This is an optimization exercise on Yosys and OpenROAD, whose aim is small area, a short achievable clock period and few clock cycles, not a production implementation.

==> module day1_2, before the edit <==
module day1_2 (
    input  logic clk,
    input  logic rst,
    input  logic tvalid_rx,
    output logic tready_rx,
    input  logic [7:0] tdata_rx,
    input  logic tlast_rx,
    output logic tvalid_tx,
    input  logic tready_tx,
    output logic [31:0] tdata_tx,
    output logic tlast_tx
);
  logic       tv;           
  logic       tl;           
  logic       tn;           
  logic [4:0] td;           
  always_ff @(posedge clk) begin
    tv <= tvalid_rx & ~rst;
    tl <= tlast_rx;
    tn <= ~tdata_rx[6];
    td <= tdata_rx[4:0];
  end
  logic [4:0] st;           
  logic [4:0] ns;
  logic       wf;           
  logic [3:0] wd;           
  wire l_e = (td == 5'd5);
  wire l_f = (td == 5'd6);
  wire l_g = (td == 5'd7);
  wire l_h = (td == 5'd8);
  wire l_i = (td == 5'd9);
  wire l_n = (td == 5'd14);
  wire l_o = (td == 5'd15);
  wire l_r = (td == 5'd18);
  wire l_s = (td == 5'd19);
  wire l_t = (td == 5'd20);
  wire l_u = (td == 5'd21);
  wire l_v = (td == 5'd22);
  wire l_w = (td == 5'd23);
  wire l_x = (td == 5'd24);
  wire l_z = (td == 5'd26);
  wire s_root = (st == 5'd0);
  wire s_e = (st == 5'd10);
  wire s_f = (st == 5'd11);
  wire s_n = (st == 5'd8);
  wire s_o = (st == 5'd3);
  wire s_s = (st == 5'd29);
  wire s_t = (st == 5'd9);
  wire s_z = (st == 5'd14);
  wire s_ei = (st == 5'd12);
  wire s_fi = (st == 5'd31);
  wire s_fo = (st == 5'd19);
  wire s_ni = (st == 5'd28);
  wire s_on = (st == 5'd1);
  wire s_se = (st == 5'd15);
  wire s_si = (st == 5'd7);
  wire s_th = (st == 5'd6);
  wire s_tw = (st == 5'd22);
  wire s_ze = (st == 5'd24);
  wire s_eig = (st == 5'd23);
  wire s_fiv = (st == 5'd4);
  wire s_fou = (st == 5'd20);
  wire s_nin = (st == 5'd2);
  wire s_sev = (st == 5'd16);
  wire s_thr = (st == 5'd21);
  wire s_zer = (st == 5'd13);
  wire s_eigh = (st == 5'd5);
  wire s_seve = (st == 5'd27);
  wire s_thre = (st == 5'd30);
  assign ns[0] = (l_e & (s_s | s_sev)) | l_f | (l_g & (s_ei)) | (l_h & (s_eig)) | (l_i & (s_f | s_s)) | (l_n & (s_o | s_fo)) | l_o | (l_r & (s_th | s_ze)) | l_s | l_t;
  assign ns[1] = (l_e & (s_root | s_e | s_f | s_n | s_o | s_s | s_t | s_ei | s_fi | s_fo | s_ni | s_on | s_se | s_si | s_th | s_tw | s_ze | s_eig | s_fiv | s_fou | s_nin | s_sev | s_thr | s_zer | s_eigh | s_seve | s_thre)) | l_f | (l_g & (s_ei)) | (l_h & (s_t)) | (l_i & (s_f | s_s)) | (l_n & (s_ni)) | l_o | (l_w & (s_t)) | l_z;
  assign ns[2] = (l_e & (s_s | s_thr)) | (l_g & (s_ei)) | (l_h & (s_t | s_eig)) | (l_i & (s_e | s_f | s_n | s_s | s_on | s_se | s_ze | s_nin | s_seve | s_thre)) | (l_r & (s_th | s_ze)) | l_s | (l_u & (s_fo)) | (l_v & (s_fi)) | (l_w & (s_t)) | l_z;
  assign ns[3] = l_e | l_f | (l_i & (s_e | s_f | s_n | s_on | s_se | s_ze | s_nin | s_seve | s_thre)) | (l_n & (s_root | s_e | s_f | s_n | s_s | s_t | s_z | s_ei | s_fi | s_on | s_se | s_si | s_th | s_tw | s_ze | s_eig | s_fiv | s_fou | s_nin | s_sev | s_thr | s_zer | s_eigh | s_seve | s_thre)) | (l_r & (s_ze)) | l_s | l_t | l_z;
  assign ns[4] = (l_e & (s_z | s_sev | s_thr)) | (l_g & (s_ei)) | (l_i & (s_f | s_n | s_on | s_nin)) | (l_o & (s_f)) | (l_r & (s_th)) | l_s | (l_u & (s_fo)) | (l_v & (s_se)) | (l_w & (s_t));
  assign wf = (l_e & (s_on | s_fiv | s_nin | s_thre)) | (l_n & (s_seve)) | (l_o & (s_tw | s_zer)) | (l_r & (s_fou)) | (l_t & (s_eigh)) | (l_x & (s_si));
  assign wd[0] = (l_e & (s_on | s_fiv | s_nin | s_thre)) | (l_n & (s_seve));
  assign wd[1] = (l_e & (s_thre)) | (l_n & (s_seve)) | (l_o & (s_tw)) | (l_x & (s_si));
  assign wd[2] = (l_e & (s_fiv)) | (l_n & (s_seve)) | (l_r & (s_fou)) | (l_x & (s_si));
  assign wd[3] = (l_e & (s_nin)) | (l_t & (s_eigh));
  logic [3:0] first_dig, last_dig;
  logic       mac;          
  logic [23:0] acc;
  logic       done;
  wire found = tn | wf;
  wire [3:0] dig = tn ? td[3:0] : wd;
  wire [6:0] val = {first_dig, 3'b000} + {2'b00, first_dig, 1'b0} + {3'b000, last_dig};
  wire fresh = mac | (first_dig == 4'hF);
  always_ff @(posedge clk) begin
    if (rst) first_dig <= 4'hF;
    else if (tv && found && fresh) first_dig <= dig;
    else if (mac) first_dig <= 4'hF;
  end
  always_ff @(posedge clk) begin
    if (tv && found) last_dig <= dig;
  end
  always_ff @(posedge clk) begin
    if (rst) begin
      st     <= '0;
      mac    <= 1'b0;
      acc    <= '0;
      done   <= 1'b0;
    end else begin
      if (tv) st <= (tl || tn) ? 5'd0 : ns;
      mac <= tv & tl;
      if (mac) acc <= acc + {17'd0, val};
      done <= tready_tx & ~tv & ~mac;
    end
  end
  assign tready_rx = 1'b1;
  assign tvalid_tx = done;
  assign tlast_tx  = done;
  assign tdata_tx  = {8'd0, acc};
endmodule
Settings: LEC_CHECK=0, CAP_MARGIN=20, CORE_MARGIN=2, CORE_UTILIZATION=40, SLEW_MARGIN=20; clock period 10.0 ns.
standard.sh (not shown) runs the stock make flow with config.mk's settings and CLKGATE_MAP_FILE= SYNTH_SCRIPT=/design/flow/synth_recipe.tcl, a recipe that flattens the netlist after the stock synthesis.
==> flow/flow/run.sh <==
#!/bin/bash
# Layout flow: the standard synthesis, then its combinational logic re-optimised for area
# with ABC (registers, their names and cell types kept), then the standard layout with
# small port buffers, no dummy clock loads and a tighter setup target for repair_timing.
set -euo pipefail
R=orfs/results/$FLOW_PLATFORM/day1_2/base
bash standard.sh synth > synth.log 2>&1
cp $R/1_2_yosys.v $R/1_2_yosys.std.v
LIB=$FLOW_HOME/platforms/$FLOW_PLATFORM/lib/sky130_fd_sc_hd__tt_025C_1v80.lib \
IN=$R/1_2_yosys.std.v OUT=$R/1_2_yosys.v yosys -c flow/resyn.tcl > resyn.log 2>&1
rm -f $R/1_synth.odb $R/1_synth.sdc
bash standard.sh BUFFER_PORTS_ARGS="-buffer_cell sky130_fd_sc_hd__buf_1" SETUP_SLACK_MARGIN=7 \
  CTS_ARGS="-sink_clustering_enable -repair_clock_nets -dont_use_dummy_load" finish > standard.log 2>&1
==> flow/flow/area.abc <==
strash
&get -n
&deepsyn -T 60 -S 1
&put
dc2
dch -f
amap
topo
==> flow/flow/resyn.tcl <==
# Re-map the combinational logic of the synthesized netlist for area.
# Flip-flops and tie cells stay as they are, with their instance names.
yosys -import
set lib $::env(LIB)
read_liberty -ignore_miss_func $lib
read_verilog $::env(IN)
hierarchy -top $::env(FLOW_TOP)
setattr -mod -set keep_hierarchy 1 sky130_fd_sc_hd__*df* sky130_fd_sc_hd__conb_*
flatten
opt_clean
abc -liberty $lib -script flow/area.abc -dont_use *lpflow* -dont_use *probe*
opt_clean -purge
tee -o resyn_stat.txt stat -liberty $lib
select $::env(FLOW_TOP)
write_verilog -noattr -selected $::env(OUT)
The starting point passed the timing, DRC and antenna checks.
Then changed:
--- a/flow/design.v
+++ b/flow/design.v
@@ -12,11 +12,13 @@
 );
   logic       tv;           
   logic       tl;           
   logic       tn;           
   logic [4:0] td;           
+  logic       rst_q;
   always_ff @(posedge clk) begin
+    rst_q <= rst;
     tv <= tvalid_rx & ~rst;
     tl <= tlast_rx;
     tn <= ~tdata_rx[6];
     td <= tdata_rx[4:0];
   end
@@ -76,38 +78,46 @@
   assign wd[0] = (l_e & (s_on | s_fiv | s_nin | s_thre)) | (l_n & (s_seve));
   assign wd[1] = (l_e & (s_thre)) | (l_n & (s_seve)) | (l_o & (s_tw)) | (l_x & (s_si));
   assign wd[2] = (l_e & (s_fiv)) | (l_n & (s_seve)) | (l_r & (s_fou)) | (l_x & (s_si));
   assign wd[3] = (l_e & (s_nin)) | (l_t & (s_eigh));
   logic [3:0] first_dig, last_dig;
+  logic       have;         
   logic       mac;          
-  logic [23:0] acc;
+  logic [6:0] acc_lo;
+  logic       cy;           
+  logic [16:0] acc_hi;
   logic       done;
   wire found = tn | wf;
   wire [3:0] dig = tn ? td[3:0] : wd;
   wire [6:0] val = {first_dig, 3'b000} + {2'b00, first_dig, 1'b0} + {3'b000, last_dig};
-  wire fresh = mac | (first_dig == 4'hF);
   always_ff @(posedge clk) begin
-    if (rst) first_dig <= 4'hF;
-    else if (tv && found && fresh) first_dig <= dig;
-    else if (mac) first_dig <= 4'hF;
+    if (tv && found) begin
+      last_dig <= dig;
+      if (!have) first_dig <= dig;
+    end
   end
   always_ff @(posedge clk) begin
-    if (tv && found) last_dig <= dig;
+    if (rst_q) begin
+      st     <= '0;
+      have   <= 1'b0;
+      mac    <= 1'b0;
+      acc_lo <= '0;
+      cy     <= 1'b0;
+      acc_hi <= '0;
+    end else begin
+      if (tv) begin
+        st   <= (tl || tn) ? 5'd0 : ns;
+        have <= ~tl & (have | found);
+      end
+      mac <= tv & tl;
+      {cy, acc_lo} <= {1'b0, acc_lo} + (mac ? {1'b0, val} : 8'd0);
+      acc_hi <= acc_hi + {16'd0, cy};
+    end
   end
   always_ff @(posedge clk) begin
-    if (rst) begin
-      st     <= '0;
-      mac    <= 1'b0;
-      acc    <= '0;
-      done   <= 1'b0;
-    end else begin
-      if (tv) st <= (tl || tn) ? 5'd0 : ns;
-      mac <= tv & tl;
-      if (mac) acc <= acc + {17'd0, val};
-      done <= tready_tx & ~tv & ~mac;
-    end
+    done <= ~rst & tready_tx & ~tv & ~mac & ~cy;
   end
   assign tready_rx = 1'b1;
   assign tvalid_tx = done;
   assign tlast_tx  = done;
-  assign tdata_tx  = {8'd0, acc};
+  assign tdata_tx  = {8'd0, acc_hi, acc_lo};
 endmodule
=> The changed run produced a clean layout. Count of clock-buffer cells in the layout is unchanged. Maximum frequency came out higher by well over a third. Sequential share of layout area is higher by 5.7 points. Wire length decreases by a few percent. Final area is lower by a little under a tenth. Critical path depth came out lower by 8. Non-clock buffer count fell by 32.
No run of this note included a check of the RTL's function; only the layout flow was run.

-- static timing again, ports no longer ideal --
In the flow no input, the clock included, has a driving cell. The finished layouts below were timed again as built, in two steps. Step 1 assumes that a clkbuf_16 drives the clock port and a buf_2 every other input. Step 2 moves the port delays by t, midway between the first and last clock arrival at a register: inputs arrive t later, outputs are due t later. That takes back most of the time a late clock gives input paths. a / b / c = ideal ports / drivers / drivers and shift; a / b = the first two.
run | shift t [ns] | slack for setup (ns) | worst hold slack (ns) | worst slew at a driven data input, ns
the first run | 0.306 | 5.565 / 5.565 / 5.565 | 0.465 / 0.465 / 0.465 | 0.04
the second run | 0.335 | 7.065 / 7.065 / 7.065 | 0.435 / 0.435 / 0.435 | 0.04
After both steps every run listed still meets setup and hold.
